What follows belongs to an exercise in optimizing a design on an open flow for small area; a production flow would make more cautious choices.
Function was checked by simulation only, so behaviour that the tests miss may differ from the original.
Power and IR drop assume default switching activity.

==> design.v <==
`timescale 1ns / 1ps
module uart_rx (
    input logic clk,
    input logic rst_n,
    input logic rx_i,
    output logic       push,
    output logic [4:0] code
);
  localparam BAUD_TICK = 54;
  localparam HALF_BAUD = 27;
  logic [5:0] baud_cnt;
  logic [3:0] bit_cnt;
  logic [7:0] rx_shift;
  logic [1:0] rx_sync;
  logic rx_busy;
  logic start_edge;
  always_ff @(posedge clk) begin
    rx_sync <= {rx_sync[0], rx_i};
  end
  always_ff @(posedge clk or negedge rst_n) begin
    if (!rst_n) begin
      start_edge <= 0;
      rx_busy    <= 0;
      push       <= 0;
    end else begin
      start_edge <= (!rx_busy && rx_sync == 2'b10);
      push <= 0;
      if (start_edge) rx_busy <= 1;
      else if (rx_busy && bit_cnt == 9 && baud_cnt == BAUD_TICK) begin
        push    <= 1;
        rx_busy <= 0;
      end
    end
  end
  always_ff @(posedge clk) begin
    if (start_edge) begin
      baud_cnt <= 0;
      bit_cnt  <= 0;
    end else if (rx_busy) begin
      baud_cnt <= baud_cnt + 1'b1;
      if ((bit_cnt == 0 && baud_cnt == HALF_BAUD) || (bit_cnt != 0 && baud_cnt == BAUD_TICK)) begin
        baud_cnt <= 0;
        bit_cnt  <= bit_cnt + 1'b1;
        if (bit_cnt != 0 && bit_cnt != 9) rx_shift <= {rx_sync[0], rx_shift[7:1]};
      end
    end
  end
  logic [3:0] nib;
  logic is_hex, is_w, is_r;
  always_comb begin
    is_hex = 1'b1;
    nib = 4'h0;
    case (rx_shift)
      "0": nib = 4'h0;
      "1": nib = 4'h1;
      "2": nib = 4'h2;
      "3": nib = 4'h3;
      "4": nib = 4'h4;
      "5": nib = 4'h5;
      "6": nib = 4'h6;
      "7": nib = 4'h7;
      "8": nib = 4'h8;
      "9": nib = 4'h9;
      "a", "A": nib = 4'hA;
      "b", "B": nib = 4'hB;
      "c", "C": nib = 4'hC;
      "d", "D": nib = 4'hD;
      "e", "E": nib = 4'hE;
      "f", "F": nib = 4'hF;
      default: begin
        nib = 4'h0;
        is_hex = 1'b0;
      end
    endcase
    is_w = (rx_shift == "w");
    is_r = (rx_shift == "r");
    code = {is_w | is_r, nib[3:1], nib[0] | is_r};
  end
endmodule
`timescale 1ns / 1ps
module uart_tx (
    input logic clk,
    input logic rst_n,
    input logic [7:0] tx_data_i,
    input logic tx_start,
    output logic tx_o,
    output logic tx_busy
);
  localparam BAUD_TICK = 54;
  logic [5:0] baud_cnt;
  logic [10:0] sh;
  assign tx_busy = |sh[10:1];
  assign tx_o = sh[0];
  always_ff @(posedge clk or negedge rst_n) begin
    if (!rst_n) begin
      sh <= 11'b00000000001;
    end else if (tx_start && !tx_busy) begin
      sh[10:1] <= {1'b1, tx_data_i, 1'b0};
    end else if (tx_busy && baud_cnt == BAUD_TICK - 1) begin
      sh <= {1'b0, sh[10:1]};
    end
  end
  always_ff @(posedge clk) begin
    if (tx_start && !tx_busy) baud_cnt <= 0;
    else if (tx_busy) begin
      if (baud_cnt == BAUD_TICK - 1) baud_cnt <= 0;
      else baud_cnt <= baud_cnt + 1'b1;
    end
  end
endmodule
`timescale 1ns / 1ps
module fifo #(
    parameter DataWidth = 5,
    parameter Depth = 16,
    localparam PtrWidth = $clog2(Depth)
) (
    input logic rst_n,
    input logic clk,
    input logic writeEN,
    input logic [DataWidth-1:0] writeData,
    input logic readEN,
    output logic [DataWidth-1:0] readData,
    output logic empty
);
  logic [DataWidth-1:0] mem[Depth];
  logic [PtrWidth:0] wrPtr;
  logic [PtrWidth:0] rdPtr;
  logic full;
  always_ff @(posedge clk or negedge rst_n) begin
    if (!rst_n) begin
      wrPtr <= '0;
      rdPtr <= '0;
    end else begin
      if (writeEN && !full) wrPtr <= wrPtr + 1'b1;
      if (readEN && !empty) rdPtr <= rdPtr + 1'b1;
    end
  end
  always_ff @(posedge clk) begin
    if (writeEN && !full) mem[wrPtr[PtrWidth-1:0]] <= writeData;
  end
  assign readData = mem[rdPtr[PtrWidth-1:0]];
  assign empty = (wrPtr[PtrWidth] == rdPtr[PtrWidth]) && (wrPtr[PtrWidth-1:0] == rdPtr[PtrWidth-1:0]);
  assign full = (wrPtr[PtrWidth] != rdPtr[PtrWidth]) && (wrPtr[PtrWidth-1:0] == rdPtr[PtrWidth-1:0]);
endmodule
module registers (
    input logic clk,
    input logic rst_n,
    input logic [7:0] head,
    input logic       wr_en,     
    input logic [7:0] wr_addr,
    input logic [7:0] wr_data,   
    output logic [7:0] head_data,
    output logic       q_empty
);
  logic [2047:0] ring;
  logic clearing;
  logic [7:0] ring_in;
  logic v0, v1, v2;
  logic [7:0] a0, a1, a2;
  logic [7:0] d0, d1;
  logic apply, mv0, mv1;
  assign head_data = ring[2047:2040];
  assign q_empty = !(v0 | v1 | v2);
  assign apply = v0 && (a0 == head);
  assign mv0 = v1 && (!v0 || apply);
  assign mv1 = v2 && (!v1 || mv0);
  always_comb begin
    if (clearing) ring_in = 8'h00;
    else if (apply) ring_in = d0;
    else ring_in = head_data;
  end
  always_ff @(posedge clk) begin
    ring <= {ring[2039:0], ring_in};
  end
  always_ff @(posedge clk or negedge rst_n) begin
    if (!rst_n) begin
      clearing <= 1'b1;
      v0 <= 1'b0;
      v1 <= 1'b0;
      v2 <= 1'b0;
    end else begin
      if (head == 8'hFF) clearing <= 1'b0;
      v0 <= mv0 | (v0 & !apply);
      v1 <= mv1 | (v1 & !mv0);
      v2 <= wr_en | (v2 & !mv1);
    end
  end
  always_ff @(posedge clk) begin
    if (mv0) begin
      a0 <= a1;
      d0 <= d1;
    end
    if (mv1) begin
      a1 <= a2;
      d1 <= wr_data;
    end
    if (wr_en) a2 <= wr_addr;
  end
endmodule
module command_parser (
    input logic clk,
    input logic rst_n,
    input  logic [4:0] code,     
    input  logic       empty,
    output logic       readEN,
    input  logic [7:0] head,
    input  logic [7:0] head_data,
    input  logic       q_empty,
    output logic       wr_en,
    output logic [7:0] wr_addr,
    output logic [7:0] wr_data,
    output logic [7:0] tx_data_o,
    output logic       tx_start,
    input  logic       busy
);
  typedef enum logic [2:0] {
    IDLE,
    PARSE_ADDR_UPPER,
    PARSE_ADDR_LOWER,
    PARSE_DATA_UPPER,
    PARSE_DATA_LOWER,
    EXECUTE_WRITE,
    EXECUTE_READ,
    RESPOND_SEND
  } state_t;
  state_t state_reg, next_state;
  logic       cmd_w;
  logic [7:0] addr_reg;
  logic [7:0] data_reg;
  logic [1:0] response_idx;
  logic [3:0] hex_nibble;
  logic [3:0] nibble_to_send;
  logic [7:0] ascii_char;
  assign hex_nibble = {code[3:1], code[0] & ~code[4]};
  assign wr_addr = addr_reg;
  assign wr_data = data_reg;
  always_ff @(posedge clk or negedge rst_n) begin
    if (!rst_n) state_reg <= IDLE;
    else state_reg <= next_state;
  end
  always_ff @(posedge clk) begin
    case (state_reg)
      IDLE: if (!empty && code[4]) cmd_w <= ~code[0];
      PARSE_ADDR_UPPER: if (!empty) addr_reg[7:4] <= hex_nibble;
      PARSE_ADDR_LOWER: if (!empty) addr_reg[3:0] <= hex_nibble;
      PARSE_DATA_UPPER: if (!empty) data_reg[7:4] <= hex_nibble;
      PARSE_DATA_LOWER: if (!empty) data_reg[3:0] <= hex_nibble;
      EXECUTE_READ: response_idx <= 2'd0;
      RESPOND_SEND: begin
        if (q_empty && head == addr_reg) data_reg <= head_data;
        if (!busy) response_idx <= response_idx + 1'b1;
      end
      default: ;
    endcase
  end
  always_comb begin
    next_state = state_reg;
    readEN = 1'b0;
    wr_en = 1'b0;
    tx_start = 1'b0;
    case (state_reg)
      IDLE: begin
        if (!empty) begin
          readEN = 1'b1;
          if (code[4]) next_state = PARSE_ADDR_UPPER;
        end
      end
      PARSE_ADDR_UPPER: begin
        if (!empty) begin
          readEN = 1'b1;
          next_state = PARSE_ADDR_LOWER;
        end
      end
      PARSE_ADDR_LOWER: begin
        if (!empty) begin
          if (cmd_w) begin
            readEN = 1'b1;
            next_state = PARSE_DATA_UPPER;
          end else begin
            next_state = EXECUTE_READ;
          end
        end
      end
      PARSE_DATA_UPPER: begin
        if (!empty) begin
          readEN = 1'b1;
          next_state = PARSE_DATA_LOWER;
        end
      end
      PARSE_DATA_LOWER: begin
        if (!empty) next_state = EXECUTE_WRITE;
      end
      EXECUTE_WRITE: begin
        wr_en = (addr_reg != 8'h00);
        next_state = IDLE;
      end
      EXECUTE_READ: next_state = RESPOND_SEND;
      RESPOND_SEND: begin
        if (!busy) begin
          tx_start = 1'b1;
          if (response_idx == 2'd3) next_state = IDLE;
        end
      end
      default: next_state = IDLE;
    endcase
  end
  assign nibble_to_send = response_idx[0] ? data_reg[3:0] : data_reg[7:4];
  assign ascii_char = (nibble_to_send < 4'd10) ? {4'h3, nibble_to_send} : {4'h4, 1'b0, nibble_to_send[2:0] - 3'd1};
  always_comb begin
    case (response_idx)
      2'd0: tx_data_o = 8'h0A;
      2'd1: tx_data_o = 8'h3E;
      default: tx_data_o = ascii_char;
    endcase
  end
endmodule
`timescale 1ns / 1ps
module fpga_debug_top (
    input  logic clk,
    input  logic i_uart_rx_pin,
    output logic o_uart_tx_pin,
    input  logic rst_n,
    output logic led
);
  logic [15:0] blink_cnt;
  always_ff @(posedge clk or negedge rst_n) begin
    if (!rst_n) blink_cnt <= '0;
    else blink_cnt <= blink_cnt + 1'b1;
  end
  assign led = blink_cnt[15];
  logic       rx_push;
  logic [4:0] rx_code;
  logic [4:0] fifo_code;
  logic       fifo_empty;
  logic       fifo_pop;
  logic [7:0] tx_data;
  logic       tx_start;
  logic       tx_busy;
  logic [7:0] head_data;
  logic       q_empty;
  logic       wr_en;
  logic [7:0] wr_addr;
  logic [7:0] wr_data;
  uart_rx u_uart_rx (
      .clk(clk),
      .rst_n(rst_n),
      .rx_i(i_uart_rx_pin),
      .push(rx_push),
      .code(rx_code)
  );
  fifo u_fifo (
      .clk(clk),
      .rst_n(rst_n),
      .writeEN(rx_push),
      .writeData(rx_code),
      .readEN(fifo_pop),
      .readData(fifo_code),
      .empty(fifo_empty)
  );
  command_parser u_command_parser (
      .clk(clk),
      .rst_n(rst_n),
      .code(fifo_code),
      .empty(fifo_empty),
      .readEN(fifo_pop),
      .head(blink_cnt[7:0]),
      .head_data(head_data),
      .q_empty(q_empty),
      .wr_en(wr_en),
      .wr_addr(wr_addr),
      .wr_data(wr_data),
      .tx_data_o(tx_data),
      .tx_start(tx_start),
      .busy(tx_busy)
  );
  registers u_registers (
      .clk(clk),
      .rst_n(rst_n),
      .head(blink_cnt[7:0]),
      .wr_en(wr_en),
      .wr_addr(wr_addr),
      .wr_data(wr_data),
      .head_data(head_data),
      .q_empty(q_empty)
  );
  uart_tx u_uart_tx (
      .clk(clk),
      .rst_n(rst_n),
      .tx_data_i(tx_data),
      .tx_start(tx_start),
      .tx_o(o_uart_tx_pin),
      .tx_busy(tx_busy)
  );
endmodule
==> run.sh <==
#!/bin/bash
# synth_recipe.tcl (not shown) runs the flow's synth.tcl, then flattens the netlist and writes it again
# the make line also repeats each setting of config.mk as NAME=value (left out here)
make -C /OpenROAD-flow-scripts/flow DESIGN_CONFIG=/design/flow/config.mk WORK_HOME=/design/flow/orfs CLKGATE_MAP_FILE= SYNTH_SCRIPT=/design/flow/synth_recipe.tcl finish
==> config.mk <==
export PLATFORM = sky130hd
export DESIGN_NAME = fpga_debug_top
export DESIGN_NICKNAME = fpga_debug_top
export VERILOG_FILES = /design/flow/design.v
export SDC_FILE = /design/flow/constraint.sdc
export NUM_CORES = 4
export LEC_CHECK = 0
export CAP_MARGIN = 40
export CORE_MARGIN = 2
export CORE_UTILIZATION = 40
export SLEW_MARGIN = 40
==> constraint.sdc <==
create_clock -name core_clock -period 20.0 [get_ports {clk}]
set_input_delay 4.0000 -clock core_clock [delete_from_list [all_inputs] [get_ports {clk}]]
set_output_delay 4.0000 -clock core_clock [all_outputs]
set_load 0.01 [all_outputs]
==> summary.json, run 1 <==
{
  "top_cell_type_by_total_area_after_synthesis": {"value": "dfxtp_1"},
  "worst-path-max-fanout": {"value": 2},
  "post_cts_resized": {"value": 0},
  "yosysSeqAreaShare": {"value": 93.8, "unit": "%"},
  "startpoint_type": {"value": "register"},
  "power.leakage": {"value": 23.2, "unit": "nW"},
  "rsz_0062_raised_after_global_routing": {"value": "false"},
  "worstPathBufferInverterCount": {"value": 1},
  "grt_util_all_layers": {"value": 8.92, "unit": "%"},
  "dr.max_layer_used": {"value": "met4"},
  "route.antenna.remaining_nets": {"value": 0},
  "gp_routability_congestion": {"value": 0.702},
  "crit_family": {"value": "buffers and inverters"},
  "timing.critical_path.slowest_stage_cell": {"value": "clkdlybuf4s50_1"},
  "p_sw_share": {"value": 19.1, "unit": "%"},
  "critical_path.cell_chain": {"value": "clkdlybuf4s50_1"},
  "fillers": {"value": 10200},
  "dpl.hpwl": {"value": 26000, "unit": "um"},
  "netlist_area": {"value": 50100, "unit": "um^2"},
  "wl_met1": {"value": 30600, "unit": "um"},
  "drc_errors": {"value": 0},
  "timing.reg2reg.worst_path_depth": {"value": 5},
  "synth_flop_cell": {"value": "dfxtp_1"},
  "cp_data_arrival_time": {"value": 1850, "unit": "ps"},
  "final_layout_size_suffix_gt1_share": {"value": 12.0, "unit": "%"},
  "p_per_cell_area": {"value": 143, "unit": "nW/um^2"},
  "number_of_rows_in_the_core_area": {"value": 129},
  "final.setup.tns": {"value": 0, "unit": "ps"},
  "fin_skew": {"value": 53.1, "unit": "ps"},
  "synth_top_area_share": {"value": 82.6, "unit": "%"},
  "cts.root.buffer_cell": {"value": "clkbuf_16"},
  "drt_first_pass_iters": {"value": 4},
  "via_count": {"value": 17900},
  "cts_hold_buf": {"value": 0},
  "post-cts-setup-buffers": {"value": 0},
  "detailed_router_s_first_iteration_violation_count": {"value": 1040},
  "timing.hold.worst_path_depth": {"value": 0},
  "core_area": {"value": 124000, "unit": "um^2"},
  "ir_worst_vdd": {"value": 0.0000943, "unit": "V"},
  "max-slew-margin-rel": {"value": 49.1, "unit": "%"},
  "run_status": {"value": "finished clean"},
  "timing.final.max_slew_violations": {"value": 0},
  "critical_path_type": {"value": "reg2out"},
  "met2_length": {"value": 20100, "unit": "um"},
  "synth.top_cells.by_area": {"value": "dfxtp_1 83%, edfxtp_1 8.8%, dfrtp_1 2.2%"},
  "final_net_count": {"value": 2885},
  "max_freq": {"value": 171, "unit": "MHz"},
  "path_clk_slew": {"value": 60, "unit": "ps"},
  "period_share": {"value": 29.2, "unit": "%"},
  "fin_crit": {"value": 5850, "unit": "ps"},
  "finalInstanceArea": {"value": 58900, "unit": "um^2"},
  "grt_overflow_total": {"value": 0},
  "die_w": {"value": 358, "unit": "um"},
  "postSynthNetCount": {"value": 2707},
  "cts_num_sinks": {"value": 2260},
  "max_stage_delay": {"value": 760, "unit": "ps"},
  "final_instance_count_without_filler_cells": {"value": 4671},
  "synth-async-reset-ratio": {"value": 2.08, "unit": "%"},
  "synth.lib_cells_used.distinct": {"value": 61},
  "largest_net_degree_at_the_start_of_global_routing": {"value": 48},
  "setup_viol_count_final": {"value": 0},
  "dieHeight": {"value": 358, "unit": "um"},
  "report.final.hold_viol_count": {"value": 0},
  "clk-insertion-delay-late": {"value": 770, "unit": "ps"},
  "power.internal": {"value": 6.80, "unit": "mW"},
  "largest_register": {"value": "u_registers.ring"},
  "share_comb_of_total_power": {"value": 0.3, "unit": "%"},
  "wl_met3": {"value": 2550, "unit": "um"},
  "floorplan.io_pins": {"value": 5},
  "wl_per_cell": {"value": 11.7, "unit": "um"},
  "area_growth_syn_to_layout": {"value": 17.6, "unit": "%"},
  "routed_wirelength": {"value": 54800, "unit": "um"},
  "r2r_setup_slack": {"value": 17100, "unit": "ps"},
  "diodes": {"value": 0},
  "grt_pass1_wl": {"value": 92700, "unit": "um"},
  "power.net_switching": {"value": 1.61, "unit": "mW"},
  "die_area": {"value": 128000, "unit": "um^2"},
  "timing_worst_slew_pin_value": {"value": 763, "unit": "ps"},
  "worstSetupPathDepth": {"value": 1},
  "postSynthAreaPerCell": {"value": 18.6, "unit": "um^2"},
  "share_of_the_core_filled_with_cells_in_the_final_layout": {"value": 47.5, "unit": "%"},
  "seqPwrFrac": {"value": 54.3, "unit": "%"},
  "ys_ff_latch": {"value": 2260},
  "htree_num_levels": {"value": 4},
  "first_global_vias": {"value": 17900},
  "place_area": {"value": 52100, "unit": "um^2"},
  "endpoint_kind": {"value": "primary output"},
  "starting_density": {"value": 40.4, "unit": "%"},
  "worst_hold_path_type": {"value": "reg2reg"},
  "post_synth_edffs": {"value": 147},
  "post_drt_via_cell_ratio": {"value": 3.82},
  "cts_buffers": {"value": 193},
  "clk_path_buf_depth": {"value": 3},
  "ff_latch_area": {"value": 47000, "unit": "um^2"},
  "post_synth_inst_count": {"value": 2687},
  "cap_violations": {"value": 0},
  "multi_input_area": {"value": 2940, "unit": "um^2"},
  "largest_reg_flops": {"value": 2048},
  "synth-warning-count": {"value": 6},
  "placed_cells_incl_taps": {"value": 4307},
  "tritoncts": {"value": "built"},
  "required": {"value": 16000, "unit": "ps"},
  "grt_antenna_before_repair": {"value": 0},
  "power.share.clock": {"value": 45.4, "unit": "%"},
  "io_buffer_count": {"value": 4}
}
## power by group through the flow
stage / logic [mW] / clock network, mW / registers (mW)
2_1_floorplan: 0.0233 / 0 / 4.66
3_3_place_gp: 0.0278 / 0 / 4.66
3_5_place_dp: 0.0294 / 0 / 4.66
4_1_cts: 0.0295 / 3.93 / 4.56
5_1_grt: 0.0335 / 4.12 / 4.56
6_report: 0.0290 / 3.82 / 4.56
## cells in the mapped netlist (3+ instances only)
library cell  number
inv_1             19
and2_1             7
xnor2_1           26
dfxtp_1         2066
mux2_2             5
a211oi_1           8
nand2b_1           7
and3_1             6
nor2_1            53
xor2_1            31
mux4_2            19
a21oi_1           15
buf_2              8
ha_1              17
and4_1             3
o21ai_0           10
o21a_1             7
nor4_1            11
nand4_1           13
mux2_1             4
edfxtp_1         147
nand3b_1           4
nor3_1            13
nor4b_1            3
nand2_1           28
nor2b_1            7
dfrtp_1           45
a31oi_1            4
nand3_1           19
o22ai_1            3
mux2i_1           21
clkbuf_1          16
o21ai_1           10
## cells by family (layout without fill, tap and decap cells)
logic type / count (synthesis) / in the layout / synth area share, %
AO/OA/AOI/OAI: 72 / 72 / 0.937
XOR/XNOR: 57 / 57 / 0.997
adder cells (fa/ha/maj): 17 / 17 / 0.425
buffers and inverters: 47 / 394 / 0.420
flip-flops: 2260 / 2260 / 93.8
multiplexers: 51 / 51 / 1.56
AND/OR/NAND/NOR: 183 / 183 / 1.90
## cell usage in the layout (no fill, tap or decap), types with 11 or more instances in the layout
cell,synthesis,routed
inv_1,19,19
clkbuf_8,0,38
nor4_1,11,11
o21ai_1,10,11
bufinv_16,0,21
dfxtp_1,2066,2066
mux4_2,19,19
nand4_1,13,13
dfrtp_1,45,44
nand3_1,19,19
mux2i_1,21,21
clkbuf_1,16,43
ha_1,17,17
clkinv_2,0,38
a21oi_1,15,14
xnor2_1,26,26
edfxtp_1,147,147
nor3_1,13,11
nand2_1,28,28
clkbuf_16,0,195
xor2_1,31,31
nor2_1,53,53
## worst reg2reg max path: cells and delay by family (launching register included)
| kind | cells | cell delay (ps) |
|---|---|---|
| compound gates | 1 | 420 |
| xor+xnor | 1 | 300 |
| flops | 1 | 840 |
| simple gates | 3 | 970 |
## per-layer routing
| layer | vias up | track usage [%] |
|---|---|---|
| met5 | - | 0 |
| met4 | 0 | 4.29 |
| met3 | 140 | 2.79 |
| met2 | 252 | 11.2 |
| met1 | 8388 | 13.6 |
| li1 | 9076 | - |
## worst paths after layout
path	startpoint	to
min in group asynchronous	rst_n	u_uart_tx.sh[9]
worst max-delay path	blink_cnt[15]	led
worst min-delay path	u_registers.ring[1957]	u_registers.ring[1965]
worst min register to register	u_registers.ring[1957]	u_registers.ring[1965]
worst max register to register	u_fifo.rdPtr[0]	u_fifo.mem[1][2]
max in group asynchronous	rst_n	u_fifo.rdPtr[2]
## cell type report
type                            count  share of cell area, %
Sequential cell                  2260                   79.7
Clock buffer                      276                   9.45
Clock inverter                     88                   2.10
Tap cell                         1637                   3.48
Inverter                           20                  0.127
Timing Repair Buffer               10                  0.136
Multi-Input combinational cell    380                   4.99
## per-stage QoR
stage / power (mW) / hold slack [ps] / setup slack [ps]
2_1_floorplan: 4.68 / 310 / 15470
3_3_place_gp: 4.69 / 310 / 14880
3_5_place_dp: 4.69 / 312 / 14890
4_1_cts: 8.52 / 276 / 14080
5_1_grt: 8.71 / 284 / 14060
6_report: 8.41 / 277 / 14150
==> run 2, diff against run 1 <==
==> flow/run.sh (new file) <==
#!/bin/bash
set -euo pipefail
export CTS_ARGS="-sink_clustering_enable -repair_clock_nets -dont_use_dummy_load -buf_list sky130_fd_sc_hd__clkbuf_8 -sink_clustering_size 16 -sink_clustering_max_diameter 40"
bash standard.sh > standard_flow.log 2>&1
==> standard.sh (new file) <==
#!/bin/bash
# synth_recipe.tcl (not shown) runs the flow's synth.tcl, then flattens the netlist and writes it again
# the make line also repeats each setting of config.mk as NAME=value (left out here)
make -C /OpenROAD-flow-scripts/flow DESIGN_CONFIG=/design/flow/config.mk WORK_HOME=/design/flow/orfs CLKGATE_MAP_FILE= SYNTH_SCRIPT=/design/flow/synth_recipe.tcl "${@:-finish}"
--- a/config.mk
+++ b/config.mk
@@ -5,7 +5,7 @@
 export SDC_FILE = /design/flow/constraint.sdc
 export NUM_CORES = 4
 export LEC_CHECK = 0
-export CAP_MARGIN = 40
+export CAP_MARGIN = 20
 export CORE_MARGIN = 2
-export CORE_UTILIZATION = 40
-export SLEW_MARGIN = 40
+export CORE_UTILIZATION = 60
+export SLEW_MARGIN = 20
removed: run.sh
==> summary.json, run 2 <==
{
  "fin_crit": {"value": 5810, "unit": "ps"},
  "post-cts-setup-buffers": {"value": 0},
  "synth-async-reset-ratio": {"value": 2.08, "unit": "%"},
  "worstPathBufferInverterCount": {"value": 1},
  "post_cts_resized": {"value": 0},
  "final_layout_size_suffix_gt1_share": {"value": 7.83, "unit": "%"},
  "worstSetupPathDepth": {"value": 1},
  "share_of_the_core_filled_with_cells_in_the_final_layout": {"value": 65.4, "unit": "%"},
  "report.final.hold_viol_count": {"value": 0},
  "timing.reg2reg.worst_path_depth": {"value": 5},
  "synth-warning-count": {"value": 6},
  "fin_skew": {"value": 109, "unit": "ps"},
  "largest_register": {"value": "u_registers.ring"},
  "largest_net_degree_at_the_start_of_global_routing": {"value": 48},
  "required": {"value": 16000, "unit": "ps"},
  "worst_hold_path_type": {"value": "reg2reg"},
  "yosys.cell_count.top_type": {"value": "dfxtp_1"},
  "routed_wirelength": {"value": 53100, "unit": "um"},
  "worst-path-max-fanout": {"value": 2},
  "synth_top_area_share": {"value": 82.6, "unit": "%"},
  "crit_family": {"value": "buffers and inverters"},
  "synth.lib_cells_used.distinct": {"value": 61},
  "final_net_count": {"value": 2871},
  "p_per_cell_area": {"value": 123, "unit": "nW/um^2"},
  "cts.root.buffer_cell": {"value": "clkbuf_8"},
  "timing.critical_path.slowest_stage_cell": {"value": "clkdlybuf4s50_1"},
  "dpl.hpwl": {"value": 27300, "unit": "um"},
  "grt_antenna_before_repair": {"value": 1},
  "place_area": {"value": 51300, "unit": "um^2"},
  "worst_hold_startpoint": {"value": "u_registers.ring[1787]"},
  "finalInstanceArea": {"value": 53900, "unit": "um^2"},
  "r2r-start": {"value": "u_fifo.rdPtr[2]"},
  "first_global_vias": {"value": 18400},
  "postSynthAreaPerCell": {"value": 18.6, "unit": "um^2"},
  "grt_pass1_wl": {"value": 91900, "unit": "um"},
  "critical_path_type": {"value": "reg2out"},
  "gp_routability_congestion": {"value": 0.736},
  "final.setup.tns": {"value": 0, "unit": "ps"},
  "dieHeight": {"value": 293, "unit": "um"},
  "cts_buffers": {"value": 181},
  "ys_ff_latch": {"value": 2260},
  "grt_overflow_total": {"value": 0},
  "area_growth_syn_to_layout": {"value": 7.54, "unit": "%"},
  "worstSetupStartpoint": {"value": "u_uart_tx.sh[0]"},
  "cp_data_arrival_time": {"value": 1810, "unit": "ps"},
  "grt_util_all_layers": {"value": 13.1, "unit": "%"},
  "most-common-layout-cells": {"value": "2066 x dfxtp_1, 181 x clkbuf_8, 147 x edfxtp_1"},
  "fin_ws": {"value": 14190, "unit": "ps"},
  "r2r_setup_slack": {"value": 16960, "unit": "ps"},
  "cts_num_sinks": {"value": 2260},
  "power.leakage": {"value": 21.2, "unit": "nW"},
  "timing.hold.worst_path_depth": {"value": 0},
  "cap_violations": {"value": 0},
  "drt_first_pass_iters": {"value": 5},
  "critical_path.cell_chain": {"value": "clkdlybuf4s50_1"},
  "run_status": {"value": "finished clean"},
  "wl_per_cell": {"value": 13.6, "unit": "um"},
  "startpoint_type": {"value": "register"},
  "synth.cells.most_frequent": {"value": "2066 x dfxtp_1, 147 x edfxtp_1, 53 x nor2_1"},
  "post_drt_via_cell_ratio": {"value": 4.50},
  "setup_viol_count_final": {"value": 0},
  "die_area": {"value": 85800, "unit": "um^2"},
  "number_of_rows_in_the_core_area": {"value": 105},
  "period_share": {"value": 29.1, "unit": "%"},
  "largest_reg_flops": {"value": 2048},
  "io_buffer_count": {"value": 4},
  "timing_worst_slew_pin_value": {"value": 1060, "unit": "ps"},
  "max_stage_delay": {"value": 560, "unit": "ps"},
  "cts_hold_buf": {"value": 0},
  "synth_flop_cell": {"value": "dfxtp_1"},
  "post_synth_edffs": {"value": 147},
  "ir_worst_vdd": {"value": 0.0000587, "unit": "V"},
  "drc_errors": {"value": 0},
  "crit_path_end": {"value": "o_uart_tx_pin"},
  "synth.top_cells.by_area": {"value": "dfxtp_1 83%, edfxtp_1 8.8%, dfrtp_1 2.2%"},
  "route.antenna.remaining_nets": {"value": 0},
  "post_synth_inst_count": {"value": 2687},
  "core_area": {"value": 82400, "unit": "um^2"},
  "via_count": {"value": 17700},
  "max_freq": {"value": 172, "unit": "MHz"},
  "placement.setup.worst_slack": {"value": 14910, "unit": "ps"},
  "yosysSeqAreaShare": {"value": 93.8, "unit": "%"},
  "fillers": {"value": 5632},
  "die_w": {"value": 293, "unit": "um"},
  "starting_density": {"value": 60.8, "unit": "%"},
  "worst_r2r_endpoint": {"value": "u_fifo.mem[1][3]"},
  "mostFrequentLayoutCell": {"value": "dfxtp_1"},
  "top_cell_type_by_total_area_after_synthesis": {"value": "dfxtp_1"},
  "postSynthNetCount": {"value": 2707},
  "max-slew-margin-rel": {"value": 29.4, "unit": "%"},
  "endpoint_kind": {"value": "primary output"},
  "path_clk_slew": {"value": 80, "unit": "ps"},
  "htree_num_levels": {"value": 4},
  "rsz_0062_raised_after_global_routing": {"value": "false"},
  "floorplan.io_pins": {"value": 5},
  "detailed_router_s_first_iteration_violation_count": {"value": 738},
  "clk-insertion-delay-late": {"value": 810, "unit": "ps"},
  "netlist_area": {"value": 50100, "unit": "um^2"},
  "tritoncts": {"value": "built"},
  "clk_path_buf_depth": {"value": 3},
  "power": {"value": 6.61, "unit": "mW"},
  "timing.final.max_slew_violations": {"value": 0}
}
## run 2: final cells by class
| cell class | instances | area [um^2] | share of cell area (%) |
|---|---|---|---|
| Inverter | 20 | 75.1 | 0.139 |
| Antenna cell | 3 | 7.51 | 0.0139 |
| Timing Repair Buffer | 8 | 65.1 | 0.121 |
| Multi-Input combinational cell | 380 | 2920 | 5.43 |
| Sequential cell | 2260 | 47000 | 87.2 |
| Clock buffer | 181 | 2490 | 4.63 |
| Tap cell | 1070 | 1340 | 2.49 |
## run 2: how the worst min path moves through the flow
stage,to
global placement,u_registers.ring[716]
detailed placement,u_registers.ring[1360]
global route,u_registers.ring[1106]
CTS,u_registers.ring[1795]
finish,u_registers.ring[1795]
floorplan,u_registers.ring[1000]
## run 2: per-layer routing
layer	wire length, um	vias to the layer above	global-route usage [%]
met1	28100	8399	19.7
met3	2300	143	3.28
met5	0	-	0
met4	1590	0	6.48
li1	-	8857	-
met2	21100	259	17.8
## run 2: cells by family (layout without fill, tap and decap cells)
family,Yosys count,in the layout,share of synthesized area [%]
AO/OA/AOI/OAI,72,72,0.937
XOR/XNOR,57,57,0.997
adder cells (fa/ha/maj),17,17,0.425
buffers and inverters,47,209,0.420
flip-flops,2260,2260,93.8
multiplexers,51,51,1.56
other,0,3,0
AND/OR/NAND/NOR,183,183,1.90
## run 2: per-stage QoR
| step | std cells | hold slack (ps) |
|---|---|---|
| after floorplan | 2687 | 310 |
| after global placement | 3738 | 310 |
| after detailed placement | 3738 | 312 |
| after CTS | 3919 | 264 |
| after global routing | 3921 | 266 |
| final | 3922 | 273 |
## run 2: where the power goes
part	switching [mW]	total (mW)	internal, mW
Clock	1.22	2.02	0.806
Combinational	0.0166	0.0308	0.0142
Sequential	0.0104	4.56	4.55
Total	1.24	6.61	5.37
==> run 3, diff against run 2 <==
==> flow/run.sh (replaced) <==
#!/bin/bash
set -euo pipefail
export CTS_ARGS="-sink_clustering_enable -repair_clock_nets -dont_use_dummy_load -buf_list sky130_fd_sc_hd__clkbuf_4 -sink_clustering_size 8 -sink_clustering_max_diameter 30"
bash standard.sh > standard_flow.log 2>&1
==> summary.json, run 3 <==
{
  "run_status": {"value": "finished clean"},
  "mostFrequentLayoutCell": {"value": "dfxtp_1"},
  "max_freq": {"value": 163, "unit": "MHz"},
  "ff_latch_area": {"value": 47000, "unit": "um^2"},
  "grt_overflow_total": {"value": 0},
  "first_global_vias": {"value": 20200},
  "multi_input_area": {"value": 2920, "unit": "um^2"},
  "routed_wirelength": {"value": 54900, "unit": "um"},
  "drc_errors": {"value": 0},
  "synth_top_area_share": {"value": 82.6, "unit": "%"},
  "cts_num_sinks": {"value": 2260},
  "clk-insertion-delay-late": {"value": 1090, "unit": "ps"},
  "required": {"value": 16000, "unit": "ps"},
  "postSynthNetCount": {"value": 2707},
  "startpoint_type": {"value": "register"},
  "timing.critical_path.slowest_stage_cell": {"value": "clkdlybuf4s50_1"},
  "power.share.clock": {"value": 31.3, "unit": "%"},
  "main_combinational_cell_family_by_area_after_synthesis": {"value": "simple AND/OR/NAND/NOR gates"},
  "grt_util_all_layers": {"value": 13.8, "unit": "%"},
  "synth-warning-count": {"value": 6},
  "period_share": {"value": 30.7, "unit": "%"},
  "floorplan.io_pins": {"value": 5},
  "report.final.hold_viol_count": {"value": 0},
  "die_area": {"value": 85800, "unit": "um^2"},
  "area_growth_syn_to_layout": {"value": 7.97, "unit": "%"},
  "largest_register": {"value": "u_registers.ring"},
  "critical_path.cell_chain": {"value": "clkdlybuf4s50_1"},
  "yosysSeqAreaShare": {"value": 93.8, "unit": "%"},
  "via_count": {"value": 18600},
  "ys_ff_latch": {"value": 2260},
  "post_synth_edffs": {"value": 147},
  "power": {"value": 6.68, "unit": "mW"},
  "muxShareOfSynthArea": {"value": 1.56, "unit": "%"},
  "synth_xor_xnor_area_share": {"value": 0.997, "unit": "%"},
  "drt_first_pass_iters": {"value": 5},
  "max-slew-margin-rel": {"value": 27.9, "unit": "%"},
  "p_per_cell_area": {"value": 124, "unit": "nW/um^2"},
  "wl_per_cell": {"value": 13.4, "unit": "um"},
  "synth.lib_cells_used.distinct": {"value": 61},
  "largest_reg_flops": {"value": 2048},
  "tritoncts": {"value": "built"},
  "grt_pass1_wl": {"value": 96100, "unit": "um"},
  "number_of_rows_in_the_core_area": {"value": 105},
  "largest_net_degree_at_the_start_of_global_routing": {"value": 48},
  "setup_viol_count_final": {"value": 0},
  "postSynthAreaPerCell": {"value": 18.6, "unit": "um^2"},
  "final_net_count": {"value": 3049},
  "crit_family": {"value": "buffers and inverters"},
  "power.internal": {"value": 5.39, "unit": "mW"},
  "power.net_switching": {"value": 1.29, "unit": "mW"},
  "netlist_area": {"value": 50100, "unit": "um^2"},
  "finalInstanceArea": {"value": 54100, "unit": "um^2"},
  "p_sw_share": {"value": 19.4, "unit": "%"},
  "dpl.hpwl": {"value": 27300, "unit": "um"},
  "worstPathBufferInverterCount": {"value": 1},
  "io_buffer_count": {"value": 4},
  "yosys.cell_count.top_type": {"value": "dfxtp_1"},
  "route.antenna.remaining_nets": {"value": 0},
  "gp_routability_congestion": {"value": 0.736},
  "final.setup.tns": {"value": 0, "unit": "ps"},
  "max_stage_delay": {"value": 570, "unit": "ps"},
  "timing.hold.ws": {"value": 240, "unit": "ps"},
  "fin_crit": {"value": 6140, "unit": "ps"},
  "die_w": {"value": 293, "unit": "um"},
  "endpoint_kind": {"value": "primary output"},
  "place_area": {"value": 51300, "unit": "um^2"},
  "yosys.area_share.simple": {"value": 1.90, "unit": "%"},
  "cap_violations": {"value": 0},
  "post_drt_via_cell_ratio": {"value": 4.54},
  "starting_density": {"value": 60.8, "unit": "%"},
  "synth.cells.most_frequent": {"value": "2066 x dfxtp_1, 147 x edfxtp_1, 53 x nor2_1"},
  "synth-compound-area-share": {"value": 0.937, "unit": "%"},
  "synth-async-reset-ratio": {"value": 2.08, "unit": "%"},
  "rsz_0062_raised_after_global_routing": {"value": "false"},
  "post-cts-setup-buffers": {"value": 0},
  "share_comb_of_total_power": {"value": 0.5, "unit": "%"},
  "detailed_router_s_first_iteration_violation_count": {"value": 680},
  "yosys.area_share.adder": {"value": 0.425, "unit": "%"},
  "synth.top_cells.by_area": {"value": "dfxtp_1 83%, edfxtp_1 8.8%, dfrtp_1 2.2%"},
  "timing.final.max_slew_violations": {"value": 0},
  "htree_num_levels": {"value": 5},
  "seqPwrFrac": {"value": 68.2, "unit": "%"},
  "worst-path-max-fanout": {"value": 2},
  "cts_hold_buf": {"value": 0},
  "worst_hold_path_type": {"value": "reg2reg"},
  "clk_path_buf_depth": {"value": 4},
  "ir_worst_vdd": {"value": 0.0000774, "unit": "V"},
  "dieHeight": {"value": 293, "unit": "um"},
  "cp_data_arrival_time": {"value": 2140, "unit": "ps"},
  "cts_buffers": {"value": 359},
  "cts.root.buffer_cell": {"value": "clkbuf_4"},
  "post_cts_resized": {"value": 0},
  "top_cell_type_by_total_area_after_synthesis": {"value": "dfxtp_1"},
  "fillers": {"value": 5734},
  "power.leakage": {"value": 21.5, "unit": "nW"},
  "fin_skew": {"value": 92.1, "unit": "ps"},
  "core_area": {"value": 82400, "unit": "um^2"},
  "critical_path_type": {"value": "reg2out"},
  "final_layout_size_suffix_gt1_share": {"value": 13.2, "unit": "%"},
  "synth_flop_cell": {"value": "dfxtp_1"},
  "post_synth_inst_count": {"value": 2687},
  "timing_worst_slew_pin_value": {"value": 1080, "unit": "ps"},
  "most-common-layout-cells": {"value": "2066 x dfxtp_1, 359 x clkbuf_4, 147 x edfxtp_1"},
  "path_clk_slew": {"value": 80, "unit": "ps"},
  "grt_antenna_before_repair": {"value": 2}
}
## run 3: changes by cell type in the layout (fill, tap and decap cells not counted), sizes merged
cell,previous run,this run
clkbuf,181,359
diode,3,7
## run 3: logic make-up after synthesis
group                      count (synthesis)
AOI/OAI and AO/OA                         72
xor gates and xnor gates                  57
adders and majority gates                 17
buffers and inverters                     47
DFF                                     2260
muxes                                     51
and+or+nand+nor                          183
## run 3: path summary, 6_finish.rpt
kind | slack, ps | cells past startpoint | endpoint | from
max in group asynchronous | 16340 | 2 | u_fifo.rdPtr[1] | rst_n
worst min-delay path | 240 | 0 | u_registers.ring[272] | u_registers.ring[264]
worst min register to register | 240 | 0 | u_registers.ring[272] | u_registers.ring[264]
min in group asynchronous | 3080 | 2 | blink_cnt[15] | rst_n
worst max-delay path | 13860 | 1 | o_uart_tx_pin | u_uart_tx.sh[0]
worst max register to register | 16960 | 5 | u_fifo.mem[1][2] | u_fifo.rdPtr[2]
## run 3: power by group through the flow
stage	Combinational, mW	Sequential (mW)	Clock [mW]
after floorplan	0.0233	4.66	0
after global placement	0.0275	4.66	0
after detailed placement	0.0306	4.66	0
after CTS	0.0309	4.56	2.21
after global routing	0.0342	4.56	2.41
final	0.0308	4.56	2.09
## run 3: routing by layer
metal | routed length (um) | global-route usage (%)
met4 | 1710 | 8.36
met1 | 28600 | 19.7
met2 | 22300 | 18.5
met3 | 2270 | 4.06
met5 | 0 | 0
## run 3: stage by stage
step	setup WS (ps)	util, %	instances
after floorplan	15470	-	2687
after detailed placement	14910	62.3	3738
after CTS	13680	65.6	4097
after global routing	13660	65.6	4101
final	13860	65.6	4104
after global placement	14910	62.3	3738
## run 3: layout make-up
| cell class | count | share of cell area [%] |
|---|---|---|
| inverters | 20 | 0.139 |
| clock buffers | 359 | 4.98 |
| diodes | 7 | 0.0324 |
| well taps | 1070 | 2.48 |
| repair buffers | 8 | 0.120 |
| multi-input cells | 380 | 5.41 |
| flip-flops and latches | 2260 | 86.8 |
==> run 4, diff against run 3 <==
==> flow/run.sh (replaced) <==
#!/bin/bash
set -euo pipefail
export CTS_ARGS="-sink_clustering_enable -repair_clock_nets -dont_use_dummy_load -buf_list sky130_fd_sc_hd__clkbuf_8 -sink_clustering_size 22 -sink_clustering_max_diameter 50"
bash standard.sh > standard_flow.log 2>&1
==> summary.json, run 4 <==
{
  "worstSetupStartpoint": {"value": "u_uart_tx.sh[0]"},
  "drt_first_pass_iters": {"value": 5},
  "grt_util_all_layers": {"value": 13.0, "unit": "%"},
  "die_w": {"value": 293, "unit": "um"},
  "required": {"value": 16000, "unit": "ps"},
  "final.setup.tns": {"value": 0, "unit": "ps"},
  "post-cts-setup-buffers": {"value": 0},
  "worstPathBufferInverterCount": {"value": 1},
  "startpoint_type": {"value": "register"},
  "tritoncts": {"value": "built"},
  "post_cts_resized": {"value": 0},
  "clk_path_buf_depth": {"value": 3},
  "worst_hold_path_type": {"value": "reg2reg"},
  "power.leakage": {"value": 20.9, "unit": "nW"},
  "ff_latch_area": {"value": 47000, "unit": "um^2"},
  "fin_skew": {"value": 64.7, "unit": "ps"},
  "cts_buffers": {"value": 140},
  "max-slew-margin-rel": {"value": 27.9, "unit": "%"},
  "critical_path.cell_chain": {"value": "clkdlybuf4s50_1"},
  "synth-async-reset-ratio": {"value": 2.08, "unit": "%"},
  "largest_net_degree_at_the_start_of_global_routing": {"value": 48},
  "timing_worst_slew_pin_value": {"value": 1080, "unit": "ps"},
  "grt_antenna_before_repair": {"value": 1},
  "drc_errors": {"value": 0},
  "cts_num_sinks": {"value": 2260},
  "worst-path-max-fanout": {"value": 2},
  "max_freq": {"value": 172, "unit": "MHz"},
  "final_layout_size_suffix_gt1_share": {"value": 6.48, "unit": "%"},
  "crit_family": {"value": "buffers and inverters"},
  "dpl.hpwl": {"value": 27300, "unit": "um"},
  "fillers": {"value": 5725},
  "r2r_setup_slack": {"value": 16920, "unit": "ps"},
  "r2r-start": {"value": "u_fifo.rdPtr[2]"},
  "post_drt_via_cell_ratio": {"value": 4.50},
  "grt_pass1_wl": {"value": 90400, "unit": "um"},
  "ys_ff_latch": {"value": 2260},
  "io_buffer_count": {"value": 4},
  "most-common-layout-cells": {"value": "2066 x dfxtp_1, 147 x edfxtp_1, 140 x clkbuf_8"},
  "critical_path_type": {"value": "reg2out"},
  "gp_routability_congestion": {"value": 0.736},
  "path_clk_slew": {"value": 110, "unit": "ps"},
  "final_net_count": {"value": 2830},
  "timing.critical_path.slowest_stage_cell": {"value": "clkdlybuf4s50_1"},
  "starting_density": {"value": 60.8, "unit": "%"},
  "area_growth_syn_to_layout": {"value": 6.41, "unit": "%"},
  "synth.lib_cells_used.distinct": {"value": 61},
  "fin_crit": {"value": 5820, "unit": "ps"},
  "synth.cells.most_frequent": {"value": "2066 x dfxtp_1, 147 x edfxtp_1, 53 x nor2_1"},
  "cts_hold_buf": {"value": 0},
  "cp_data_arrival_time": {"value": 1820, "unit": "ps"},
  "yosysSeqAreaShare": {"value": 93.8, "unit": "%"},
  "synth_flop_cell": {"value": "dfxtp_1"},
  "rsz_0062_raised_after_global_routing": {"value": "false"},
  "ir_worst_vdd": {"value": 0.000103, "unit": "V"},
  "first_global_vias": {"value": 18000},
  "period_share": {"value": 29.1, "unit": "%"},
  "worst_hold_startpoint": {"value": "u_registers.ring[356]"},
  "largest_reg_flops": {"value": 2048},
  "largest_register": {"value": "u_registers.ring"},
  "synth-warning-count": {"value": 6},
  "report.final.hold_viol_count": {"value": 0},
  "p_per_cell_area": {"value": 120, "unit": "nW/um^2"},
  "finalInstanceArea": {"value": 53300, "unit": "um^2"},
  "routed_wirelength": {"value": 52500, "unit": "um"},
  "yosys.cell_count.top_type": {"value": "dfxtp_1"},
  "number_of_rows_in_the_core_area": {"value": 105},
  "multi_input_area": {"value": 2920, "unit": "um^2"},
  "wl_per_cell": {"value": 13.5, "unit": "um"},
  "die_area": {"value": 85800, "unit": "um^2"},
  "postSynthAreaPerCell": {"value": 18.6, "unit": "um^2"},
  "post_synth_edffs": {"value": 147},
  "netlist_area": {"value": 50100, "unit": "um^2"},
  "dieHeight": {"value": 293, "unit": "um"},
  "timing.final.max_slew_violations": {"value": 0},
  "top_cell_type_by_total_area_after_synthesis": {"value": "dfxtp_1"},
  "detailed_router_s_first_iteration_violation_count": {"value": 811},
  "mostFrequentLayoutCell": {"value": "dfxtp_1"},
  "htree_num_levels": {"value": 4},
  "cts.root.buffer_cell": {"value": "clkbuf_8"},
  "route.antenna.remaining_nets": {"value": 0},
  "cap_violations": {"value": 0},
  "grt_overflow_total": {"value": 0},
  "place_area": {"value": 51300, "unit": "um^2"},
  "floorplan.io_pins": {"value": 5},
  "setup_viol_count_final": {"value": 0},
  "synth.top_cells.by_area": {"value": "dfxtp_1 83%, edfxtp_1 8.8%, dfrtp_1 2.2%"},
  "core_area": {"value": 82400, "unit": "um^2"},
  "post_synth_inst_count": {"value": 2687},
  "postSynthNetCount": {"value": 2707},
  "endpoint_kind": {"value": "primary output"},
  "clk-insertion-delay-late": {"value": 790, "unit": "ps"},
  "via_count": {"value": 17400},
  "run_status": {"value": "finished clean"},
  "max_stage_delay": {"value": 560, "unit": "ps"},
  "power": {"value": 6.40, "unit": "mW"},
  "synth_top_area_share": {"value": 82.6, "unit": "%"}
}
-- run 4: cell counts after synthesis --
No cell type changed its count.
-- run 4: layout make-up --
type	count	share of cell area, %
inverter	20	0.141
timing repair buffer	8	0.122
multi-input combinational	380	5.49
antenna	2	0.00939
clock buffer	140	3.62
tap	1070	2.51
sequential	2260	88.1
-- run 4: kinds of logic (layout without fill, tap and decap cells) --
| family | after synthesis | after routing | synth area share [%] |
|---|---|---|---|
| flops | 2260 | 2260 | 93.8 |
| xor+xnor | 57 | 57 | 0.997 |
| mux | 51 | 51 | 1.56 |
| other cells | 0 | 2 | 0 |
| compound gates | 72 | 72 | 0.937 |
| buf+inv | 47 | 168 | 0.420 |
| simple gates | 183 | 183 | 1.90 |
| fa+ha+maj | 17 | 17 | 0.425 |
-- run 4: worst paths after layout --
| path | depth (start not counted) | end |
|---|---|---|
| min reg2reg | 0 | u_registers.ring[364] |
| min in group asynchronous | 2 | blink_cnt[15] |
| max | 1 | o_uart_tx_pin |
| max in group asynchronous | 2 | u_uart_tx.sh[7] |
| max reg2reg | 5 | u_fifo.mem[3][1] |
| min | 0 | u_registers.ring[364] |
-- run 4: where the power goes --
part / switching, mW / internal (mW) / total, mW
combinational: 0.0166 / 0.0142 / 0.0308
clock: 1.17 / 0.633 / 1.81
sequential: 0.0102 / 4.55 / 4.56
-- run 4: layer usage --
| metal | share of wire [%] | up-vias | GRT usage [%] |
|---|---|---|---|
| li1 | - | 8753 | - |
| met1 | 54 | 8336 | 19.5 |
| met2 | 39 | 224 | 17.9 |
| met3 | 3.9 | 133 | 3.18 |
| met4 | 3.1 | 0 | 5.68 |
| met5 | 0 | - | 0 |
-- run 4: through the flow --
step	utilization, %	worst slack (ps)	cells	hold WS (ps)
global route	64.7	14060	3879	262
floorplan	-	15470	2687	310
global placement	62.3	14910	3738	310
CTS	64.7	14040	3878	263
finish	64.7	14180	3880	258
detailed placement	62.3	14910	3738	312
==> run 5, diff against run 4 <==
--- a/design.v
+++ b/design.v
@@ -122,25 +122,33 @@
     output logic [DataWidth-1:0] readData,
     output logic empty
 );
-  logic [DataWidth-1:0] mem[Depth];
-  logic [PtrWidth:0] wrPtr;
-  logic [PtrWidth:0] rdPtr;
+  logic [DataWidth*Depth-1:0] ring;
+  logic [PtrWidth:0] count;
+  logic [PtrWidth-1:0] rdPos;
   logic full;
+  logic pend;
+  logic push, pop;
+  logic ins;
+  assign empty = (count == 0);
+  assign full = count[PtrWidth];
+  assign push = writeEN && !full;
+  assign pop = readEN && !empty;
+  assign ins = pend && (rdPos == count[PtrWidth-1:0] - 2'd2);
   always_ff @(posedge clk or negedge rst_n) begin
     if (!rst_n) begin
-      wrPtr <= '0;
-      rdPtr <= '0;
+      count <= '0;
+      pend  <= 1'b0;
     end else begin
-      if (writeEN && !full) wrPtr <= wrPtr + 1'b1;
-      if (readEN && !empty) rdPtr <= rdPtr + 1'b1;
+      if (push && !pop) count <= count + 1'b1;
+      else if (pop && !push) count <= count - 1'b1;
+      pend <= push | (pend & !ins);
     end
   end
   always_ff @(posedge clk) begin
-    if (writeEN && !full) mem[wrPtr[PtrWidth-1:0]] <= writeData;
+    if (!pop) rdPos <= rdPos + 1'b1;
+    ring <= {ring[DataWidth*(Depth-1)-1:0], ins ? writeData : ring[DataWidth*Depth-1-:DataWidth]};
   end
-  assign readData = mem[rdPtr[PtrWidth-1:0]];
-  assign empty = (wrPtr[PtrWidth] == rdPtr[PtrWidth]) && (wrPtr[PtrWidth-1:0] == rdPtr[PtrWidth-1:0]);
-  assign full = (wrPtr[PtrWidth] != rdPtr[PtrWidth]) && (wrPtr[PtrWidth-1:0] == rdPtr[PtrWidth-1:0]);
+  assign readData = (pend && count == 1) ? writeData : ring[DataWidth*rdPos+:DataWidth];
 endmodule
 module registers (
     input logic clk,
==> flow/run.sh (replaced) <==
#!/bin/bash
set -euo pipefail
export CTS_ARGS="-sink_clustering_enable -repair_clock_nets -dont_use_dummy_load -buf_list sky130_fd_sc_hd__clkbuf_16 -sink_clustering_size 36 -sink_clustering_max_diameter 60"
bash standard.sh > standard_flow.log 2>&1
==> summary.json, run 5 <==
{
  "run_status": {"value": "finished clean"},
  "final_net_count": {"value": 2796},
  "power.net_switching": {"value": 1.25, "unit": "mW"},
  "fillers": {"value": 5600},
  "grt_antenna_before_repair": {"value": 0},
  "worstPathBufferInverterCount": {"value": 1},
  "worst-path-max-fanout": {"value": 2},
  "max_freq": {"value": 175, "unit": "MHz"},
  "drc_errors": {"value": 0},
  "synth.cells.most_frequent": {"value": "2146 x dfxtp_1, 71 x edfxtp_1, 53 x nor2_1"},
  "power.internal": {"value": 5.48, "unit": "mW"},
  "main_combinational_cell_family_by_area_after_synthesis": {"value": "simple AND/OR/NAND/NOR gates"},
  "die_area": {"value": 84600, "unit": "um^2"},
  "grt_util_all_layers": {"value": 12.8, "unit": "%"},
  "synth_flop_cell": {"value": "dfxtp_1"},
  "die_w": {"value": 291, "unit": "um"},
  "synth-async-reset-ratio": {"value": 1.90, "unit": "%"},
  "worstSetupPathDepth": {"value": 1},
  "cp_data_arrival_time": {"value": 1710, "unit": "ps"},
  "worst_hold_path_type": {"value": "reg2reg"},
  "gp_routability_congestion": {"value": 0.791},
  "rsz_0062_raised_after_global_routing": {"value": "false"},
  "critical_path.cell_chain": {"value": "clkdlybuf4s50_1"},
  "most-common-layout-cells": {"value": "2146 x dfxtp_1, 105 x clkbuf_16, 71 x edfxtp_1"},
  "via_count": {"value": 17100},
  "fin_crit": {"value": 5710, "unit": "ps"},
  "tritoncts": {"value": "built"},
  "diodes": {"value": 0},
  "largest_net_degree_at_the_start_of_global_routing": {"value": 44},
  "cts_hold_buf": {"value": 0},
  "synth.top_cells.by_area": {"value": "dfxtp_1 87%, edfxtp_1 4.3%, dfrtp_1 2.1%"},
  "clk_path_buf_depth": {"value": 3},
  "first_global_vias": {"value": 17500},
  "yosys.area_share.simple": {"value": 1.98, "unit": "%"},
  "path_clk_slew": {"value": 120, "unit": "ps"},
  "synth_xor_xnor_area_share": {"value": 1.05, "unit": "%"},
  "power.leakage": {"value": 21.0, "unit": "nW"},
  "top_cell_type_by_total_area_after_synthesis": {"value": "dfxtp_1"},
  "synth.lib_cells_used.distinct": {"value": 62},
  "number_of_rows_in_the_core_area": {"value": 105},
  "power.share.clock": {"value": 31.9, "unit": "%"},
  "r2r-start": {"value": "u_fifo.count[0]"},
  "share_comb_of_total_power": {"value": 0.5, "unit": "%"},
  "max-slew-margin-rel": {"value": 25.9, "unit": "%"},
  "endpoint_kind": {"value": "primary output"},
  "yosys.area_share.adder": {"value": 0.532, "unit": "%"},
  "timing.critical_path.slowest_stage_cell": {"value": "dfstp_2"},
  "postSynthNetCount": {"value": 2709},
  "cts_num_sinks": {"value": 2260},
  "final_layout_size_suffix_gt1_share": {"value": 5.02, "unit": "%"},
  "yosys.cell_count.top_type": {"value": "dfxtp_1"},
  "multi_input_area": {"value": 3010, "unit": "um^2"},
  "report.final.hold_viol_count": {"value": 0},
  "muxShareOfSynthArea": {"value": 1.72, "unit": "%"},
  "mostFrequentLayoutCell": {"value": "dfxtp_1"},
  "post_cts_resized": {"value": 0},
  "synth-compound-area-share": {"value": 0.798, "unit": "%"},
  "ff_latch_area": {"value": 46200, "unit": "um^2"},
  "htree_num_levels": {"value": 3},
  "seqPwrFrac": {"value": 67.5, "unit": "%"},
  "drt_first_pass_iters": {"value": 5},
  "io_buffer_count": {"value": 4},
  "synth-warning-count": {"value": 6},
  "largest_register": {"value": "u_registers.ring"},
  "worstSetupStartpoint": {"value": "u_uart_tx.sh[0]"},
  "floorplan.io_pins": {"value": 5},
  "share_of_the_core_filled_with_cells_in_the_final_layout": {"value": 65.2, "unit": "%"},
  "largest_reg_flops": {"value": 2048},
  "crit_path_end": {"value": "o_uart_tx_pin"},
  "synth_top_area_share": {"value": 87.0, "unit": "%"},
  "timing_worst_slew_pin_value": {"value": 1100, "unit": "ps"},
  "r2r_setup_slack": {"value": 16890, "unit": "ps"},
  "dieHeight": {"value": 291, "unit": "um"},
  "startpoint_type": {"value": "register"},
  "timing.reg2reg.worst_path_depth": {"value": 9},
  "post-cts-setup-buffers": {"value": 0},
  "required": {"value": 16000, "unit": "ps"},
  "wl_per_cell": {"value": 13.7, "unit": "um"},
  "route.antenna.remaining_nets": {"value": 0},
  "core_area": {"value": 81700, "unit": "um^2"},
  "timing.final.max_slew_violations": {"value": 0},
  "crit_family": {"value": "flip-flops"},
  "p_per_cell_area": {"value": 126, "unit": "nW/um^2"},
  "ir_worst_vdd": {"value": 0.0000731, "unit": "V"},
  "final.setup.tns": {"value": 0, "unit": "ps"},
  "max_stage_delay": {"value": 570, "unit": "ps"},
  "post_drt_via_cell_ratio": {"value": 4.44},
  "cap_violations": {"value": 0},
  "post_synth_inst_count": {"value": 2685},
  "dpl.hpwl": {"value": 27600, "unit": "um"},
  "cts_buffers": {"value": 105},
  "period_share": {"value": 28.6, "unit": "%"},
  "critical_path_type": {"value": "reg2out"},
  "p_sw_share": {"value": 18.5, "unit": "%"},
  "fin_skew": {"value": 70.8, "unit": "ps"},
  "starting_density": {"value": 60.4, "unit": "%"},
  "grt_overflow_total": {"value": 0},
  "netlist_area": {"value": 49400, "unit": "um^2"},
  "ys_ff_latch": {"value": 2260},
  "cts.root.buffer_cell": {"value": "clkbuf_16"},
  "grt_pass1_wl": {"value": 88900, "unit": "um"},
  "detailed_router_s_first_iteration_violation_count": {"value": 732},
  "yosysSeqAreaShare": {"value": 93.5, "unit": "%"},
  "clk-insertion-delay-late": {"value": 690, "unit": "ps"},
  "area_growth_syn_to_layout": {"value": 7.90, "unit": "%"},
  "timing.hold.worst_path_depth": {"value": 0},
  "setup_viol_count_final": {"value": 0},
  "postSynthAreaPerCell": {"value": 18.4, "unit": "um^2"},
  "post_synth_edffs": {"value": 71},
  "routed_wirelength": {"value": 52600, "unit": "um"},
  "worst_r2r_endpoint": {"value": "u_fifo.count[4]"}
}
==> run 5: layer usage <==
layer	global-route usage [%]	vias up	wire, um
met5	0	-	0
met4	4.83	0	1710
met3	2.64	120	1640
met2	17.9	172	21100
met1	19.7	8132	28200
li1	-	8634	-
==> run 5: logic make-up (layout without fill, tap and decap cells) <==
logic type      Yosys count  count (layout)
xor+xnor                 59              59
mux                      52              52
fa+ha+maj                21              21
buf+inv                  45             130
flops                  2260            2260
simple gates            188             188
compound gates           60              60
==> run 5: power by group through the flow <==
stage               clock, mW  combinational [mW]  sequential (mW)
floorplan                   0              0.0357             4.64
global placement            0              0.0350             4.65
detailed placement          0              0.0370             4.65
CTS                      2.22              0.0374             4.54
global route             2.39              0.0415             4.55
finish                   2.15              0.0367             4.54
==> run 5: worst min-delay path by stage <==
| stage | start | endpoint | slack (ps) |
|---|---|---|---|
| 6_report | u_registers.ring[4] | u_registers.ring[12] | 260 |
| 3_3_place_gp | u_registers.ring[443] | u_registers.ring[451] | 310 |
| 2_1_floorplan | u_registers.ring[992] | u_registers.ring[1000] | 310 |
| 5_1_grt | u_registers.ring[4] | u_registers.ring[12] | 260 |
| 4_1_cts | u_registers.ring[4] | u_registers.ring[12] | 270 |
| 3_5_place_dp | u_registers.ring[1181] | u_registers.ring[1189] | 310 |
==> run 5: layout make-up <==
type / count / share of cell area, %
Inverter: 20 / 0.141
Sequential cell: 2260 / 86.7
Tap cell: 1070 / 2.51
Timing Repair Buffer: 5 / 0.0846
Multi-Input combinational cell: 380 / 5.65
Clock buffer: 105 / 4.93
==> run 5: per-stage QoR <==
step	std cells	area, um^2	setup WS [ps]	hold slack (ps)	power [mW]
2_1_floorplan	2685	49400	15470	310	4.67
3_3_place_gp	3735	50600	14880	310	4.68
3_5_place_dp	3735	50600	14890	312	4.68
4_1_cts	3840	53300	14220	266	6.80
5_1_grt	3840	53300	14210	264	6.98
6_report	3840	53300	14290	264	6.73
==> run 6, diff against run 5 <==
==> flow/run.sh (replaced) <==
#!/bin/bash
set -euo pipefail
export CTS_ARGS="-sink_clustering_enable -repair_clock_nets -dont_use_dummy_load -buf_list sky130_fd_sc_hd__clkbuf_8 -sink_clustering_size 22 -sink_clustering_max_diameter 50"
bash standard.sh > standard_flow.log 2>&1
==> summary.json, run 6 <==
{
  "crit_family": {"value": "flip-flops"},
  "htree_num_levels": {"value": 4},
  "yosysSeqAreaShare": {"value": 93.5, "unit": "%"},
  "final_instance_count_without_filler_cells": {"value": 3878},
  "fin_crit": {"value": 5820, "unit": "ps"},
  "finalInstanceArea": {"value": 52600, "unit": "um^2"},
  "multi_input_area": {"value": 3010, "unit": "um^2"},
  "post_cts_resized": {"value": 0},
  "clk-insertion-delay-late": {"value": 770, "unit": "ps"},
  "timing.final.max_slew_violations": {"value": 0},
  "cp_data_arrival_time": {"value": 1820, "unit": "ps"},
  "ff_latch_area": {"value": 46200, "unit": "um^2"},
  "cap_violations": {"value": 0},
  "io_buffer_count": {"value": 4},
  "ys_ff_latch": {"value": 2260},
  "power": {"value": 6.38, "unit": "mW"},
  "timing_worst_slew_pin_value": {"value": 1050, "unit": "ps"},
  "yosys.area_share.simple": {"value": 1.98, "unit": "%"},
  "final.setup.tns": {"value": 0, "unit": "ps"},
  "via_count": {"value": 17100},
  "area_growth_syn_to_layout": {"value": 6.45, "unit": "%"},
  "starting_density": {"value": 60.4, "unit": "%"},
  "startpoint_type": {"value": "register"},
  "synth-warning-count": {"value": 6},
  "power.leakage": {"value": 20.7, "unit": "nW"},
  "grt_pass1_wl": {"value": 88600, "unit": "um"},
  "run_status": {"value": "finished clean"},
  "place_area": {"value": 50600, "unit": "um^2"},
  "synth.lib_cells_used.distinct": {"value": 62},
  "worst_hold_path_type": {"value": "reg2reg"},
  "fin_skew": {"value": 70.4, "unit": "ps"},
  "largest_register": {"value": "u_registers.ring"},
  "most-common-layout-cells": {"value": "2146 x dfxtp_1, 138 x clkbuf_8, 71 x edfxtp_1"},
  "p_per_cell_area": {"value": 121, "unit": "nW/um^2"},
  "synth_flop_cell": {"value": "dfxtp_1"},
  "number_of_rows_in_the_core_area": {"value": 105},
  "routed_wirelength": {"value": 52200, "unit": "um"},
  "tritoncts": {"value": "built"},
  "synth_top_area_share": {"value": 87.0, "unit": "%"},
  "post_synth_edffs": {"value": 71},
  "postSynthAreaPerCell": {"value": 18.4, "unit": "um^2"},
  "final_layout_size_suffix_gt1_share": {"value": 6.14, "unit": "%"},
  "final_net_count": {"value": 2829},
  "fillers": {"value": 5704},
  "placed_cells_incl_taps": {"value": 3735},
  "core_area": {"value": 81700, "unit": "um^2"},
  "route.antenna.remaining_nets": {"value": 0},
  "worstPathBufferInverterCount": {"value": 1},
  "largest_reg_flops": {"value": 2048},
  "die_area": {"value": 84600, "unit": "um^2"},
  "required": {"value": 16000, "unit": "ps"},
  "worst-path-max-fanout": {"value": 2},
  "synth-async-reset-ratio": {"value": 1.90, "unit": "%"},
  "max-slew-margin-rel": {"value": 29.4, "unit": "%"},
  "drc_errors": {"value": 0},
  "yosys.cell_count.top_type": {"value": "dfxtp_1"},
  "post_drt_via_cell_ratio": {"value": 4.42},
  "max_freq": {"value": 172, "unit": "MHz"},
  "muxShareOfSynthArea": {"value": 1.72, "unit": "%"},
  "main_combinational_cell_family_by_area_after_synthesis": {"value": "simple AND/OR/NAND/NOR gates"},
  "largest_net_degree_at_the_start_of_global_routing": {"value": 44},
  "synth-compound-area-share": {"value": 0.798, "unit": "%"},
  "dieHeight": {"value": 291, "unit": "um"},
  "synth_xor_xnor_area_share": {"value": 1.05, "unit": "%"},
  "cts_num_sinks": {"value": 2260},
  "top_cell_type_by_total_area_after_synthesis": {"value": "dfxtp_1"},
  "postSynthNetCount": {"value": 2709},
  "post_synth_inst_count": {"value": 2685},
  "endpoint_kind": {"value": "primary output"},
  "first_global_vias": {"value": 17700},
  "report.final.hold_viol_count": {"value": 0},
  "rsz_0062_raised_after_global_routing": {"value": "false"},
  "synth.cells.most_frequent": {"value": "2146 x dfxtp_1, 71 x edfxtp_1, 53 x nor2_1"},
  "yosys.area_share.adder": {"value": 0.532, "unit": "%"},
  "wl_per_cell": {"value": 13.5, "unit": "um"},
  "grt_antenna_before_repair": {"value": 1},
  "period_share": {"value": 29.1, "unit": "%"},
  "critical_path_type": {"value": "reg2out"},
  "setup_viol_count_final": {"value": 0},
  "cts_hold_buf": {"value": 0},
  "cts.root.buffer_cell": {"value": "clkbuf_8"},
  "floorplan.io_pins": {"value": 5},
  "synth.top_cells.by_area": {"value": "dfxtp_1 87%, edfxtp_1 4.3%, dfrtp_1 2.1%"},
  "mostFrequentLayoutCell": {"value": "dfxtp_1"},
  "cts_buffers": {"value": 138},
  "die_w": {"value": 291, "unit": "um"},
  "dpl.hpwl": {"value": 27600, "unit": "um"},
  "grt_overflow_total": {"value": 0},
  "clk_path_buf_depth": {"value": 3},
  "netlist_area": {"value": 49400, "unit": "um^2"},
  "drt_first_pass_iters": {"value": 5},
  "timing.critical_path.slowest_stage_cell": {"value": "dfstp_2"},
  "grt_util_all_layers": {"value": 12.9, "unit": "%"},
  "path_clk_slew": {"value": 110, "unit": "ps"},
  "gp_routability_congestion": {"value": 0.791},
  "share_of_the_core_filled_with_cells_in_the_final_layout": {"value": 64.3, "unit": "%"},
  "max_stage_delay": {"value": 570, "unit": "ps"},
  "ir_worst_vdd": {"value": 0.0000775, "unit": "V"},
  "detailed_router_s_first_iteration_violation_count": {"value": 706},
  "post-cts-setup-buffers": {"value": 0},
  "critical_path.cell_chain": {"value": "clkdlybuf4s50_1"}
}
-- run 6: cell type report --
type,instances,share of cell area [%]
Sequential cell,2260,87.9
Multi-Input combinational cell,380,5.73
Clock buffer,138,3.61
Tap cell,1070,2.55
Inverter,20,0.143
Timing Repair Buffer,5,0.0857
Antenna cell,5,0.0238
-- run 6: per-stage QoR --
step	hold slack, ps	worst slack [ps]
floorplan	310	15470
finish	254	14180
global placement	310	14880
global route	254	14070
detailed placement	312	14890
CTS	252	14070
-- run 6: worst paths after layout --
path                                       startpoint                            end  slack, ps  cells past startpoint
worst max-delay path                  u_uart_tx.sh[0]                  o_uart_tx_pin      14180                      1
worst min-delay path            u_registers.ring[100]          u_registers.ring[108]        250                      0
worst max register to register        u_fifo.count[0]                u_fifo.count[4]      16930                      9
worst min register to register  u_registers.ring[100]          u_registers.ring[108]        250                      0
max in group asynchronous                       rst_n  u_command_parser.state_reg[0]      16270                      1
min in group asynchronous                       rst_n                   blink_cnt[2]       3240                      1
-- run 6: metal layers --
layer / track usage (%) / vias to the layer above / wire length [um]
met4: 5.66 / 0 / 1530
met5: 0 / - / 0
met1: 19.5 / 8129 / 28100
met2: 17.5 / 195 / 20500
met3: 3.15 / 124 / 1960
li1: - / 8693 / -
-- run 6: kinds of logic (layout without fill, tap and decap cells) --
| group | Yosys count | in the layout |
|---|---|---|
| DFF | 2260 | 2260 |
| and+or+nand+nor | 188 | 188 |
| AOI/OAI and AO/OA | 60 | 60 |
| xor gates and xnor gates | 59 | 59 |
| muxes | 52 | 52 |
| buffers and inverters | 45 | 163 |
| adders and majority gates | 21 | 21 |
| other | 0 | 5 |
-- run 6: power breakdown --
part | internal [mW] | switching (mW)
clock network | 0.624 | 1.17
logic | 0.0189 | 0.0180
registers | 4.53 | 0.0164
total | 5.17 | 1.21

## what the ideal ports hide
How much do the figures lean on ideal ports? The routed layouts below were timed once more, with nothing changed but the port constraints.
Step 1: set_driving_cell puts a clkbuf_16 on clk and a buf_2 on each other input, an assumption about the parent block.
Step 2 adds t to the input delays and takes it off the output delays; t is the mean of the earliest and latest rising clock arrival at the registers after step 1. Input paths then give back, and output paths get back, about the clock's delay inside the block.
Slacks: ideal / step 1 / step 2; pairs: ideal / step 1.
| run | t (ns) | setup slack, ns | hold WS [ns] | worst data-port slew with drivers (ns) |
|---|---|---|---|---|
| run 1 | 0.809 | 14.152 / 14.087 / 14.897 | 0.277 / 0.277 / 0.277 | 0.03 |
| run 2 | 0.809 | 14.188 / 14.129 / 14.938 | 0.273 / 0.273 / 0.273 | 0.03 |
| run 3 | 1.127 | 13.864 / 13.802 / 14.928 | 0.240 / 0.240 / 0.240 | 0.03 |
| run 4 | 0.822 | 14.183 / 14.120 / 14.942 | 0.258 / 0.258 / 0.258 | 0.03 |
| run 5 | 0.708 | 14.286 / 14.221 / 14.929 | 0.264 / 0.264 / 0.264 | 0.03 |
| run 6 | 0.808 | 14.183 / 14.125 / 14.933 | 0.254 / 0.254 / 0.254 | 0.03 |
After both steps every run listed still meets setup and hold.
